From an optimization exercise on the open Yosys and OpenROAD flow, aimed at small area; shortcuts taken in it are not production practice. RTL that was checked went through simulation tests only; none was proved equivalent to the original.

amber:
==> flow/design.v (excerpt) <==
module synthesizer(clk, rst, sw, freq, sig, seg);
    input clk;           
    input rst;           
    input [4:0] sw;      
    input [11:0] freq;   
    output [15:0] sig;   
    output [6:0] seg;    
    wire sq;
    wire [12:0] saw_q;
    wire saw_x, saw_valid;
    wire [15:0] sig_sine;
    display disp_ (.freq(freq), .segOut(seg));
    osc_square squosc_ (.freq(freq), .clk(clk), .rst(rst), .sq(sq));
    osc_tri_saw trisawsc_ (.freq(freq), .clk(clk), .rst(rst),
                           .q(saw_q), .X(saw_x), .valid(saw_valid));
    osc_sine sinesc_ (.freq(freq), .clk(clk), .rst(rst), .sin(sig_sine));
    sig_adder sigadd_ (.clk(clk), .rst(rst), .sw(sw), .sq(sq), .q(saw_q),
                       .X(saw_x), .saw_valid(saw_valid), .sig_sine(sig_sine), .sig(sig));
endmodule
make LEC_CHECK=0 CAP_MARGIN=5 CORE_MARGIN=2 CORE_UTILIZATION=60 CTS_BUF_LIST=sky130_fd_sc_hd__clkbuf_16 CTS_CLUSTER_DIAMETER=100 CTS_CLUSTER_SIZE=28 PLACE_DENSITY=0.75 SLEW_MARGIN=5 finish   # period 500.0 ns
run.sh (not shown) runs the stock make flow with config.mk's settings and CLKGATE_MAP_FILE= SYNTH_SCRIPT=/design/flow/synth_recipe.tcl, a recipe that flattens the netlist after the stock synthesis.
amber completed every stage of the flow, and the final layout passed the timing, DRC and antenna checks.
## Diff of input files: indigo against amber
Settings: CTS_CLUSTER_DIAMETER: 100 -> 60; CTS_CLUSTER_SIZE: 28 -> 35.
### Flow results
indigo reports a higher final instance area than amber does. On final period utilization, amber and indigo are neck and neck. Per the comparison of indigo with amber, final wirelength went up 660 um. The number of clock buffers in the layout number comes out lower for amber vs indigo. Compared indigo against amber; cell count of the worst hold path within noise. ~same maximum clock frequency in amber and indigo. Looking at global-route wire length before repair, indigo sits above amber.
Function was not checked in any run of this note: the RTL went through the layout flow alone.

---

## alpha
synthesizer, a different RTL version from the one above (not shown whole).
Size: ~2200 cells after synthesis, about 0.022 sq mm of cells after synthesis.
// synthesizer
module synthesizer(clk, rst, sw, freq, sig, seg);
    input clk;           
    input rst;           
    input [4:0] sw;      
    input [11:0] freq;   
    output [15:0] sig;   
    output [6:0] seg;    
    wire sq;
    wire [12:0] saw_q;
    wire saw_x, saw_valid;
    wire [15:0] sig_sine;
    display disp_ (.freq(freq), .segOut(seg));
    osc_square squosc_ (.freq(freq), .clk(clk), .rst(rst), .sq(sq));
    osc_tri_saw trisawsc_ (.freq(freq), .clk(clk), .rst(rst),
                           .q(saw_q), .X(saw_x), .valid(saw_valid));
    osc_sine sinesc_ (.freq(freq), .clk(clk), .rst(rst), .sin(sig_sine));
    sig_adder sigadd_ (.clk(clk), .rst(rst), .sw(sw), .sq(sq), .q(saw_q),
                       .X(saw_x), .saw_valid(saw_valid), .sig_sine(sig_sine), .sig(sig));
endmodule
Settings: LEC_CHECK=0, CAP_MARGIN=5, CORE_MARGIN=2, CORE_UTILIZATION=75, CTS_BUF_LIST=sky130_fd_sc_hd__clkbuf_16, CTS_CLUSTER_DIAMETER=100, CTS_CLUSTER_SIZE=28, PLACE_DENSITY=0.85, SLEW_MARGIN=5; clock period 500.0 ns.
standard.sh (not shown) runs the stock make flow with config.mk's settings and CLKGATE_MAP_FILE= SYNTH_SCRIPT=/design/flow/synth_recipe.tcl, a recipe that flattens the netlist after the stock synthesis.
==> flow/flow/run.sh <==
#!/bin/bash
# Standard synthesis, then inverters pushed across full adders (flow/fapol.py:
# a full adder with all inputs and outputs inverted is the same adder), then
# the standard layout from the modified netlist.
set -euo pipefail
R=orfs/results/sky130hd/synthesizer/base
bash standard.sh synth > synth.log 2>&1
cp $R/1_2_yosys.v yosys_netlist_orig.v
python3 flow/fapol.py yosys_netlist_orig.v $R/1_2_yosys.v > fapol.log 2>&1
rm -f $R/1_synth.odb $R/1_synth.sdc
touch $R/1_2_yosys.v
bash standard.sh "BUFFER_PORTS_ARGS=-buffer_cell sky130_fd_sc_hd__buf_1" finish > layout.log 2>&1
Other scripts of this flow, unchanged in this note and not shown: flow/flow/fapol.py
alpha | stages: all done | timing, DRC, antenna: all pass
Input-level comparison between gamma and alpha:
--- a/flow/config.mk
+++ b/flow/config.mk
@@ -10,5 +10,5 @@
-export CORE_UTILIZATION = 75
-export CTS_BUF_LIST = sky130_fd_sc_hd__clkbuf_16
-export CTS_CLUSTER_DIAMETER = 100
-export CTS_CLUSTER_SIZE = 28
-export PLACE_DENSITY = 0.85
+export CORE_UTILIZATION = 60
+export CTS_BUF_LIST = sky130_fd_sc_hd__clkbuf_8
+export CTS_CLUSTER_DIAMETER = 70
+export CTS_CLUSTER_SIZE = 16
+export PLACE_DENSITY = 0.75
Notes after the runs:
- Relative to alpha, the final cell area reported for gamma is higher.
- gamma gives less setup slack than alpha did.
- Between alpha and gamma, the cell count went up.

## re-timing with driven ports
No port has a modelled driver above. Below, the same layouts with a new extraction and two added sets of constraints. Step 1 assumes that a clkbuf_16 drives the clock port and a buf_2 every other input. Step 2 times the ports against the registers' clock, not the clock port: input delays grow and output delays shrink by t, the midpoint of the rising clock arrivals with the driver on. a / b / c = ideal / step 1 / step 2; a / b = the first two.
run | shift t [ns] | setup slack, ns | worst data-port slew with drivers (ns) | cell pins on the clock port's net
amber | 0.567 | 297.895 / 297.869 / 297.869 | 0.04 | 1
indigo | 0.579 | 297.920 / 297.894 / 297.894 | 0.04 | 1
alpha | 0.545 | 296.928 / 296.905 / 296.905 | 0.11 | 1
gamma | 0.617 | 296.896 / 296.838 / 296.838 | 0.08 | 1
After both steps every run listed still meets setup and hold. For gamma, which loses most, drivers alone change the setup slack by -0.058 ns; drivers and shift together by -0.058 ns.
